This is an optimization exercise on Yosys and OpenROAD, whose aim is small area, not a production implementation.
Only simulation tests tie the RTL to the original design; equivalence was not proved.
Power is estimated from default activity; no workload was simulated.

Design top, start of the top module:
module top(
    input clk,                  
    input rst,                  
    input start_game,           
    input drop,                 
    input rotate,               
    input left,                 
    input right,                
    output [3:0] red,           
    output [3:0] blue,
    output [3:0] green,
    output hsync,               
    output vsync,               
    output [7:0] disp0,         
    output [7:0] disp1          
);
Size in the first run: roughly 2,100 cells after synthesis, roughly 390 flip-flops, about 37 I/O pins, ~21,000 µm² of cells after synthesis.
clock: 20.0 ns
lec_check: 0
cap_margin: 20
core_margin: 2
core_utilization: 50
cts_buf_list: sky130_fd_sc_hd__clkbuf_4
place_density: 0.65
slew_margin: 20
standard.sh (not shown) runs the stock make flow with config.mk's settings and CLKGATE_MAP_FILE= SYNTH_SCRIPT=/design/flow/synth_recipe.tcl, a recipe that flattens the netlist after the stock synthesis.
==> flow/flow/run.sh <==
#!/bin/bash
# The standard layout (standard.sh), with one change in synthesis: the ABC
# technology-mapping step uses flow/area.abc, an area-oriented script, in
# place of ORFS's delay-oriented abc_speed.script (the 20 ns clock leaves
# plenty of slack). Everything else, including register mapping, is the
# standard synthesis and layout.
set -euo pipefail
W=$PWD
cat > "$W/abc_override.tcl" <<EOT
proc abc {args} {
  foreach opt {-script -D -constr} {
    set i [lsearch -exact \$args \$opt]
    if {\$i >= 0} { set args [lreplace \$args \$i [expr {\$i + 1}]] }
  }
  yosys abc -script $W/flow/area.abc {*}\$args
}
EOT
cat "$W/abc_override.tcl" "$W/synth_recipe.tcl" > "$W/synth_area.tcl"
sed "s|SYNTH_SCRIPT=[^ ]*|SYNTH_SCRIPT=$W/synth_area.tcl|" "$W/standard.sh" > "$W/standard_area.sh"
bash "$W/standard_area.sh" > "$W/flow.log" 2>&1
==> flow/flow/area.abc <==
strash
&get -n
&fraig -x
&put
scorr
dc2
strash
&get -n
&synch2
&dch -f
&nf -R 1000
&put
strash
&get -n
&dch -f
&nf -R 1000
&put
==> next run, changes <==
==> flow/run.sh (new file) <==
#!/bin/bash
# synth_recipe.tcl (not shown) runs the flow's synth.tcl, then flattens the netlist and writes it again
# the make line also repeats each setting of config.mk as NAME=value (left out here)
make -C /OpenROAD-flow-scripts/flow DESIGN_CONFIG=/design/flow/config.mk WORK_HOME=/design/flow/orfs CLKGATE_MAP_FILE= SYNTH_SCRIPT=/design/flow/synth_recipe.tcl finish
--- a/flow/config.mk
+++ b/flow/config.mk
@@ -10,3 +10,2 @@
-export CORE_UTILIZATION = 50
-export CTS_BUF_LIST = sky130_fd_sc_hd__clkbuf_4
-export PLACE_DENSITY = 0.65
+export CORE_UTILIZATION = 30
+export PLACE_DENSITY = 0.5
removed: flow/flow/run.sh
removed: flow/flow/area.abc
removed: flow/standard.sh
Non-clock buffer count climbs by 26.
Flip-flop and latch count stays the same.
Clock skew drops by 35 ps.
Via count climbs by about 17%.
Global-route usage drops by 10 points.
Worst setup slack got worse by 130 ps.
Sequential power drops by about 8%.

========
the baseline:
top, a different RTL version from the one above (not shown whole).
Size in the first run: about 2000 cells after synthesis, about 370 flip-flops, about 37 I/O pins, about 18000 um^2 of cells after synthesis.
## top
module top(
    input clk,                  
    input rst,                  
    input start_game,           
    input drop,                 
    input rotate,               
    input left,                 
    input right,                
    output [3:0] red,           
    output [3:0] blue,
    output [3:0] green,
    output hsync,               
    output vsync,               
    output [7:0] disp0,         
    output [7:0] disp1          
);
	reg [15:0] lfsr;
	wire feedback;
	assign feedback = lfsr[15] ^ lfsr[13] ^ lfsr[12] ^ lfsr[10];
	reg lfsr_out;
	always @(posedge clk or posedge rst) begin
	    if (rst) begin
	        lfsr <= 16'hACE1;
	    end else begin
	        lfsr <= {lfsr[14:0], feedback};
	    end
	end
	always @(posedge clk)
	    if (!rst)
	        lfsr_out <= lfsr[15];
	wire [2:0] top3 = {lfsr_out, lfsr[15:14]};
	wire [2:0] chooseBlock = (top3 == 3'd7) ? 3'd0 : top3;
	reg [5:0] qx;
	reg [4:0] sx;
	reg [4:0] qy;
	reg [4:0] sy;
	reg pix_en;
	always @(posedge clk)
		if (rst)
			pix_en <= 1'b0;
		else
			pix_en <= ~pix_en;
	wire x_last = (qx == 38) && (sx == 18);    
	wire y_last = (qy == 25) && (sy == 17);    
	always @(posedge clk) begin
		if (rst) begin
			qx <= 0;
			sx <= 17;
		end else if (pix_en) begin
			if (x_last) begin
				qx <= 0;
				sx <= 17;
			end else if (sx == 20) begin
				qx <= qx + 1;
				sx <= 0;
			end else
				sx <= sx + 1;
		end
	end
	always @(posedge clk) begin
		if (rst) begin
			qy <= 0;
			sy <= 17;
		end else if (pix_en && x_last) begin
			if (y_last) begin
				qy <= 0;
				sy <= 17;
			end else if (sy == 20) begin
				qy <= qy + 1;
				sy <= 0;
			end else
				sy <= sy + 1;
		end
	end
	assign hsync = (qx < 5) || (qx == 5 && sx < 8);        
	assign vsync = (qy == 0) && (sy < 19);                 
	wire row_on = (qy >= 4) && (qy <= 23) && (sy <= 17);
	parameter INIT         = 4'b0000;
	parameter SPAWN_BLOCK  = 4'b0001;
	parameter MOVE_BLOCK   = 4'b0010;
	parameter MOVE_LEFT    = 4'b0011;
	parameter MOVE_RIGHT   = 4'b0100;
	parameter MOVE_DOWN    = 4'b0101;
	parameter EVALUATE     = 4'b0110;
  ...
Settings: LEC_CHECK=0, CAP_MARGIN=20, CORE_MARGIN=2, CORE_UTILIZATION=50, PLACE_DENSITY=0.65, SLEW_MARGIN=20, SYNTH_HIERARCHICAL=1; clock period 20.0 ns.
==> flow/flow/run.sh <==
#!/bin/bash
# The standard layout (standard.sh) with these changes:
# - synthesis (registers and their mapping unchanged):
#   * the ABC technology-mapping step uses flow/area.abc, an area-oriented
#     script, in place of ORFS's delay-oriented abc_speed.script (the 20 ns
#     clock leaves plenty of slack);
#   * no half/full-adder extraction (ADDER_MAP_FILE empty) and no
#     Kogge-Stone carry-lookahead map for comparators and adders
#     (SYNTH_OPERATIONS_ARGS replaces it), so ABC maps that logic for area.
# - clock tree: buffers and sink clusters as in CTS_ARGS below, no dummy loads.
# - port buffers: every input and output port still gets a buffer, of the
#   small buf_1 cell.
# - the resizer may change a cell's footprint (MATCH_CELL_FOOTPRINT=0), so
#   it can upsize a weak driver instead of adding a buffer.
# Each tool's full output is in the ORFS logs under orfs/logs; make's own
# output is in flow.log.
set -euo pipefail
W=$PWD
cat > "$W/abc_override.tcl" <<EOT
proc abc {args} {
  foreach opt {-script -D -constr} {
    set i [lsearch -exact \$args \$opt]
    if {\$i >= 0} { set args [lreplace \$args \$i [expr {\$i + 1}]] }
  }
  yosys abc -script $W/flow/area.abc {*}\$args
}
EOT
cat "$W/abc_override.tcl" "$W/synth_recipe.tcl" > "$W/synth_area.tcl"
sed "s|SYNTH_SCRIPT=[^ ]*|SYNTH_SCRIPT=$W/synth_area.tcl|" "$W/standard.sh" > "$W/standard_area.sh"
export CTS_ARGS="-sink_clustering_enable -repair_clock_nets -dont_use_dummy_load -buf_list sky130_fd_sc_hd__clkbuf_8 -sink_clustering_size 16 -sink_clustering_max_diameter 60"
export BUFFER_PORTS_ARGS="-buffer_cell sky130_fd_sc_hd__buf_1"
bash "$W/standard_area.sh" "ADDER_MAP_FILE=" "SYNTH_OPERATIONS_ARGS=-noshare" "MATCH_CELL_FOOTPRINT=0" finish > "$W/flow.log" 2>&1
==> flow/flow/area.abc <==
strash
dc2
strash
&get -n
&dc2
&dch -f
&nf -R 1000 -p -F 8 -C 32
&put
strash
&get -n
&dch -f
&nf -R 1000 -p -F 8 -C 32
&put
> inputs changed (the baseline -> the candidate)
--- a/flow/flow/run.sh
+++ b/flow/flow/run.sh
@@ -13,2 +12,0 @@
-# - the resizer may change a cell's footprint (MATCH_CELL_FOOTPRINT=0), so
-#   it can upsize a weak driver instead of adding a buffer.
@@ -32 +30 @@
-bash "$W/standard_area.sh" "ADDER_MAP_FILE=" "SYNTH_OPERATIONS_ARGS=-noshare" "MATCH_CELL_FOOTPRINT=0" finish > "$W/flow.log" 2>&1
+bash "$W/standard_area.sh" "ADDER_MAP_FILE=" "SYNTH_OPERATIONS_ARGS=-noshare" finish > "$W/flow.log" 2>&1
### Flow results
- ~same number of cells in the finished layout apart from fillers in the baseline and the candidate
- Per the comparison of the candidate with the baseline, count of maximum capacitance violations held steady, setup slack flat, maximum frequency held steady, cell area after placement did not really move.
- Compared the baseline against the candidate; proportion of layout cells with a drive suffix above 1 within noise.
- Between the baseline and the candidate, the difference in number of enable-type register cells in the synthesized netlist is negligible.
- Wire length of the first global-routing pass came out exactly the same in the baseline and the candidate.

## re-timing with driven ports
The flow's constraints put no driver on any port. The routed layouts listed below were extracted and timed again, unchanged, in two steps.
Step 1 sets driving cells, clkbuf_16 on the clock port and buf_2 on the other inputs (assumed; they add their load-dependent delay and slew).
Step 2 times the ports against the registers' clock, not the clock port: input delays grow and output delays shrink by t, the midpoint of the rising clock arrivals with the driver on.
Slacks: no drivers / after step 1 / after step 2; pairs: no drivers / after step 1.
| run | t (ns) | slack for setup (ns) | hold WS [ns] | worst setup path at the end | slew at the worst register clock pin (ns) |
|---|---|---|---|---|---|
| the first run of note 1 | 0.929 | 12.078 / 12.018 / 12.284 | 0.349 / 0.349 / 0.349 | input to register | 0.08 / 0.08 |
| the second run of note 1 | 0.670 | 11.944 / 11.871 / 12.393 | 0.349 / 0.349 / 0.349 | input to register | 0.07 / 0.07 |
| the baseline | 0.672 | 12.454 / 12.486 / 11.814 | 0.337 / 0.337 / 0.337 | input to register | 0.10 / 0.10 |
| the candidate | 0.672 | 12.454 / 12.486 / 11.814 | 0.337 / 0.337 / 0.337 | input to register | 0.10 / 0.10 |
After both steps setup and hold are still met in every run listed.
